From an optimization exercise on the open Yosys and OpenROAD flow, aimed at small area; shortcuts taken in it are not production practice.
In this exercise RTL edits were held to simulation tests only and were not proved equivalent to the original.

==> run a: inputs <==
==> flow/design.v (excerpt) <==
module mv_mul_4x4_fp32 (
    input  logic        clk,
    input  logic        rst,
    input  logic        m_valid,
    input  logic [31:0] m00_i, m01_i, m02_i, m03_i,
    input  logic [31:0] m10_i, m11_i, m12_i, m13_i,
    input  logic [31:0] m20_i, m21_i, m22_i, m23_i,
    input  logic [31:0] m30_i, m31_i, m32_i, m33_i,
    input  logic        in_valid,
    input  logic [31:0] vx, vy, vz, vw,
    output logic        out_valid,
    output logic [31:0] ox, oy, oz, ow
);
Settings: LEC_CHECK=0, CAP_MARGIN=30, CELL_PAD_IN_SITES_DETAIL_PLACEMENT=2, CELL_PAD_IN_SITES_GLOBAL_PLACEMENT=2, CORE_MARGIN=2, CORE_UTILIZATION=33, PLACE_DENSITY=0.4, SLEW_MARGIN=30, SYNTH_HIERARCHICAL=1; clock period 16.0 ns.
standard.sh (not shown) runs the stock make flow with config.mk's settings and CLKGATE_MAP_FILE= SYNTH_SCRIPT=/design/flow/synth_recipe.tcl, a recipe that flattens the netlist after the stock synthesis.
==> flow/flow/run.sh <==
#!/bin/bash
# The standard layout (the standard.sh: ORFS from synthesis to the routed layout, with the
# standard synthesis), with two changes:
# - the buffer that global placement puts on every input and output port is the smallest
#   buffer cell, sky130_fd_sc_hd__buf_1, instead of the delay buffer the flow picks by default
#   (later repair steps may still resize these buffers);
# - the floorplan step removes the buffers synthesis inserted (REMOVE_ABC_BUFFERS) instead of
#   resizing gates against the placement-free timing estimate; timing is repaired after
#   placement, after clock tree synthesis and after global routing as usual.
# ORFS writes each step's full log under orfs/logs/; make's own output goes to make.log.
set -euo pipefail
export BUFFER_PORTS_ARGS="-buffer_cell sky130_fd_sc_hd__buf_1"
export REMOVE_ABC_BUFFERS=1
bash standard.sh finish > make.log 2>&1
==> run b (differences from run a) <==
==> flow/flow/run.sh (replaced) <==
#!/bin/bash
# The standard layout (the standard.sh: ORFS from synthesis to the routed layout, with the
# standard synthesis), with one change: the buffer that global placement puts on every input
# and output port is the smallest buffer cell, sky130_fd_sc_hd__buf_1, instead of the delay
# buffer the flow picks by default. Later repair steps may still resize these buffers.
# ORFS writes each step's full log under orfs/logs/; make's own output goes to make.log.
set -euo pipefail
export BUFFER_PORTS_ARGS="-buffer_cell sky130_fd_sc_hd__buf_1"
bash standard.sh finish > make.log 2>&1
==> reports/results.ini <==
[status]
status=no timing/DRC/antenna violations

[worst_setup_path]
cp_slowest_cell=mux4_2
reg2reg_from=s1_p[404]$_SDFF_PP0_

[timing]
worstMarginPinSlew_ps=1270
relSlewSlack=0.152
fmax_mhz=65.7

[place]
detailed_place_hpwl_mm=1120

[layout]
final-clk-cell-share=0.0208
area.growth.synth_to_final_pct=11.2
final_cell_mix=a222oi_1 (4420), fa_1 (3516), nand2_1 (1711), ha_1 (1703), nor2_1 (1577)

[drt]
wl_met1_mm=626

-- figures above: run a

==> reports/results.ini <==
[drt]
wl_met1_mm=631

[worst_setup_path]
cp_slowest_cell=o21ai_0

[layout]
final_cell_mix=a222oi_1 (4420), fa_1 (3516), nand2_1 (1711), ha_1 (1702), nor2_1 (1577)
area.growth.synth_to_final_pct=11.1
final-clk-cell-share=0.0204

[timing]
worstMarginPinSlew_ps=1180

[status]
status=no timing/DRC/antenna violations

[place]
detailed_place_hpwl_mm=1130

-- figures above: run b


---

==> inputs of v1 <==
Another version of the RTL of mv_mul_4x4_fp32 (not shown whole).
clock: 16.0 ns
lec_check: 0
cap_margin: 20
core_margin: 2
core_utilization: 33
place_density: 0.4
slew_margin: 20
synth_hierarchical: 1
run.sh (not shown) runs the stock make flow with config.mk's settings and CLKGATE_MAP_FILE= SYNTH_SCRIPT=/design/flow/synth_recipe.tcl, a recipe that flattens the netlist after the stock synthesis.
Stock flow here: none of the scripts above is used.
==> v3: changes against v1 <==
--- a/flow/design.v
+++ b/flow/design.v
@@ -774,16 +774,17 @@
         wire [31:0] b = v[32*c +: 32];
         wire        bh = |b[30:23];
         wire [23:0] bm = {bh, b[22:0]};
         wire [7:0]  ebp = {b[30:24], b[23] | ~bh} + 8'd129;
         wire        bz  = b[30:0] == 31'd0;
         logic [25:0] tb;
         wire  [24:0] tb_a = {1'b0, bm};
         wire  [24:0] tb_b = {bm, 1'b0};
+        logic [24:0] tb_s;
         logic [24:0] tb_g, tb_p;
         ha tb_h0 (.a(tb_a[0]), .b(tb_b[0]), .s(tb_p[0]), .co(tb_g[0]));
         ha tb_h1 (.a(tb_a[1]), .b(tb_b[1]), .s(tb_p[1]), .co(tb_g[1]));
         ha tb_h2 (.a(tb_a[2]), .b(tb_b[2]), .s(tb_p[2]), .co(tb_g[2]));
         ha tb_h3 (.a(tb_a[3]), .b(tb_b[3]), .s(tb_p[3]), .co(tb_g[3]));
         ha tb_h4 (.a(tb_a[4]), .b(tb_b[4]), .s(tb_p[4]), .co(tb_g[4]));
         ha tb_h5 (.a(tb_a[5]), .b(tb_b[5]), .s(tb_p[5]), .co(tb_g[5]));
         ha tb_h6 (.a(tb_a[6]), .b(tb_b[6]), .s(tb_p[6]), .co(tb_g[6]));
@@ -968,42 +969,43 @@
         logic tb_G41;
         assign tb_G41 = tb_g[22] | (tb_p[22] & tb_G30);
         logic tb_P41;
         assign tb_P41 = tb_p[22] & tb_P30;
         logic tb_G42;
         assign tb_G42 = tb_g[24] | (tb_p[24] & tb_G23);
         logic tb_P42;
         assign tb_P42 = tb_p[24] & tb_P23;
-        assign tb[24:0][0] = tb_p[0];
-        assign tb[24:0][1] = tb_p[1] ^ tb_g[0];
-        assign tb[24:0][2] = tb_p[2] ^ tb_G1;
-        assign tb[24:0][3] = tb_p[3] ^ tb_G31;
-        assign tb[24:0][4] = tb_p[4] ^ tb_G13;
-        assign tb[24:0][5] = tb_p[5] ^ tb_G32;
-        assign tb[24:0][6] = tb_p[6] ^ tb_G26;
-        assign tb[24:0][7] = tb_p[7] ^ tb_G33;
-        assign tb[24:0][8] = tb_p[8] ^ tb_G19;
-        assign tb[24:0][9] = tb_p[9] ^ tb_G34;
-        assign tb[24:0][10] = tb_p[10] ^ tb_G27;
-        assign tb[24:0][11] = tb_p[11] ^ tb_G35;
-        assign tb[24:0][12] = tb_p[12] ^ tb_G24;
-        assign tb[24:0][13] = tb_p[13] ^ tb_G36;
-        assign tb[24:0][14] = tb_p[14] ^ tb_G28;
-        assign tb[24:0][15] = tb_p[15] ^ tb_G37;
-        assign tb[24:0][16] = tb_p[16] ^ tb_G22;
-        assign tb[24:0][17] = tb_p[17] ^ tb_G38;
-        assign tb[24:0][18] = tb_p[18] ^ tb_G29;
-        assign tb[24:0][19] = tb_p[19] ^ tb_G39;
-        assign tb[24:0][20] = tb_p[20] ^ tb_G25;
-        assign tb[24:0][21] = tb_p[21] ^ tb_G40;
-        assign tb[24:0][22] = tb_p[22] ^ tb_G30;
-        assign tb[24:0][23] = tb_p[23] ^ tb_G41;
-        assign tb[24:0][24] = tb_p[24] ^ tb_G23;
+        assign tb_s[0] = tb_p[0];
+        assign tb_s[1] = tb_p[1] ^ tb_g[0];
+        assign tb_s[2] = tb_p[2] ^ tb_G1;
+        assign tb_s[3] = tb_p[3] ^ tb_G31;
+        assign tb_s[4] = tb_p[4] ^ tb_G13;
+        assign tb_s[5] = tb_p[5] ^ tb_G32;
+        assign tb_s[6] = tb_p[6] ^ tb_G26;
+        assign tb_s[7] = tb_p[7] ^ tb_G33;
+        assign tb_s[8] = tb_p[8] ^ tb_G19;
+        assign tb_s[9] = tb_p[9] ^ tb_G34;
+        assign tb_s[10] = tb_p[10] ^ tb_G27;
+        assign tb_s[11] = tb_p[11] ^ tb_G35;
+        assign tb_s[12] = tb_p[12] ^ tb_G24;
+        assign tb_s[13] = tb_p[13] ^ tb_G36;
+        assign tb_s[14] = tb_p[14] ^ tb_G28;
+        assign tb_s[15] = tb_p[15] ^ tb_G37;
+        assign tb_s[16] = tb_p[16] ^ tb_G22;
+        assign tb_s[17] = tb_p[17] ^ tb_G38;
+        assign tb_s[18] = tb_p[18] ^ tb_G29;
+        assign tb_s[19] = tb_p[19] ^ tb_G39;
+        assign tb_s[20] = tb_p[20] ^ tb_G25;
+        assign tb_s[21] = tb_p[21] ^ tb_G40;
+        assign tb_s[22] = tb_p[22] ^ tb_G30;
+        assign tb_s[23] = tb_p[23] ^ tb_G41;
+        assign tb_s[24] = tb_p[24] ^ tb_G23;
         assign tb[25] = tb_G42;
+        assign tb[24:0] = tb_s;
         for (genvar r = 0; r < 4; r++) begin : g_row
             wire  [31:0] a = m_sel[32*(4*r+c) +: 32];
             logic [31:0] y;
             logic [23:0] ma;
             logic [11:0] s1, s2, s3;
             logic [47:0] xn, yn;
             logic [24:0] phn;             
             logic [24:0] ph;              
==> flow/flow/run.sh (new file) <==
#!/bin/bash
# The standard layout (the standard.sh: ORFS from synthesis to the routed layout, with the
# standard synthesis), with one change: the buffer that global placement puts on every input
# and output port is the smallest buffer cell, sky130_fd_sc_hd__buf_1, instead of the delay
# buffer the flow picks by default. Later repair steps may still resize these buffers.
# ORFS writes each step's full log under orfs/logs/; make's own output goes to make.log.
set -euo pipefail
export BUFFER_PORTS_ARGS="-buffer_cell sky130_fd_sc_hd__buf_1"
bash standard.sh finish > make.log 2>&1
==> flow/standard.sh (new file) <==
#!/bin/bash
# synth_recipe.tcl (not shown) runs the flow's synth.tcl, then flattens the netlist and writes it again
# the make line also repeats each setting of config.mk as NAME=value (left out here)
make -C /OpenROAD-flow-scripts/flow DESIGN_CONFIG=/design/flow/config.mk WORK_HOME=/design/flow/orfs CLKGATE_MAP_FILE= SYNTH_SCRIPT=/design/flow/synth_recipe.tcl "${@:-finish}"
- CELL_PAD_IN_SITES_DETAIL_PLACEMENT: unset -> 2
- CELL_PAD_IN_SITES_GLOBAL_PLACEMENT: unset -> 2
removed: flow/run.sh
==> qor summary <==
metric	v3	v1
Antenna violations before repair	191	157
Via count normalized by instance count	7.04	6.87
Non-clock inverter instance count of the final layout	1,203	1,202
Largest net degree at the start of global routing	99	98
Metal1 wirelength	661 mm	616 mm
Antenna diode instance count	275	221
Placed Instance Area	300,000 um^2	303,000 um^2
Number of clock buffers in the layout	245	229
Slew margin rel.	9.50%	8.26%
Met2 layer usage reported by global route	57.6%	53.8%
Share of cell area taken by multi-input logic gates	78.6%	77.7%
Status	complete, no violations	complete, no violations

## afterwards: timing with drivers on the ports
No port has a modelled driver above. Below, the same layouts with a new extraction and two added sets of constraints. Step 1, drivers: a clkbuf_16 drives clk and a buf_2 each remaining input, both assumed. Step 2 also shifts input and output timing later by t, the mid clock arrival at the registers, as if the neighbouring blocks saw the same clock. Slacks: ideal ports / drivers / drivers and shift; pairs: ideal ports / drivers.
run | shift t [ns] | setup slack, ns | latest minus earliest clock arrival (ns) | worst slew at a driven data input, ns | pins driven straight from the clock port
run a | 1.155 | 0.770 / 0.616 / 0.877 | 0.156 / 0.155 | 0.29 | 1
run b | 1.127 | 0.850 / 0.707 / 0.675 | 0.095 / 0.095 | 0.20 | 1
v1 | 1.169 | 0.604 / 0.442 / 0.648 | 0.186 / 0.187 | 0.44 | 1
v3 | 1.169 | 0.674 / 0.519 / 0.605 | 0.167 / 0.167 | 0.38 | 1
After both steps setup and hold are still met in every run listed. The setup slack of run b, which loses most, moves by -0.143 ns with the drivers and by -0.175 ns with both steps.
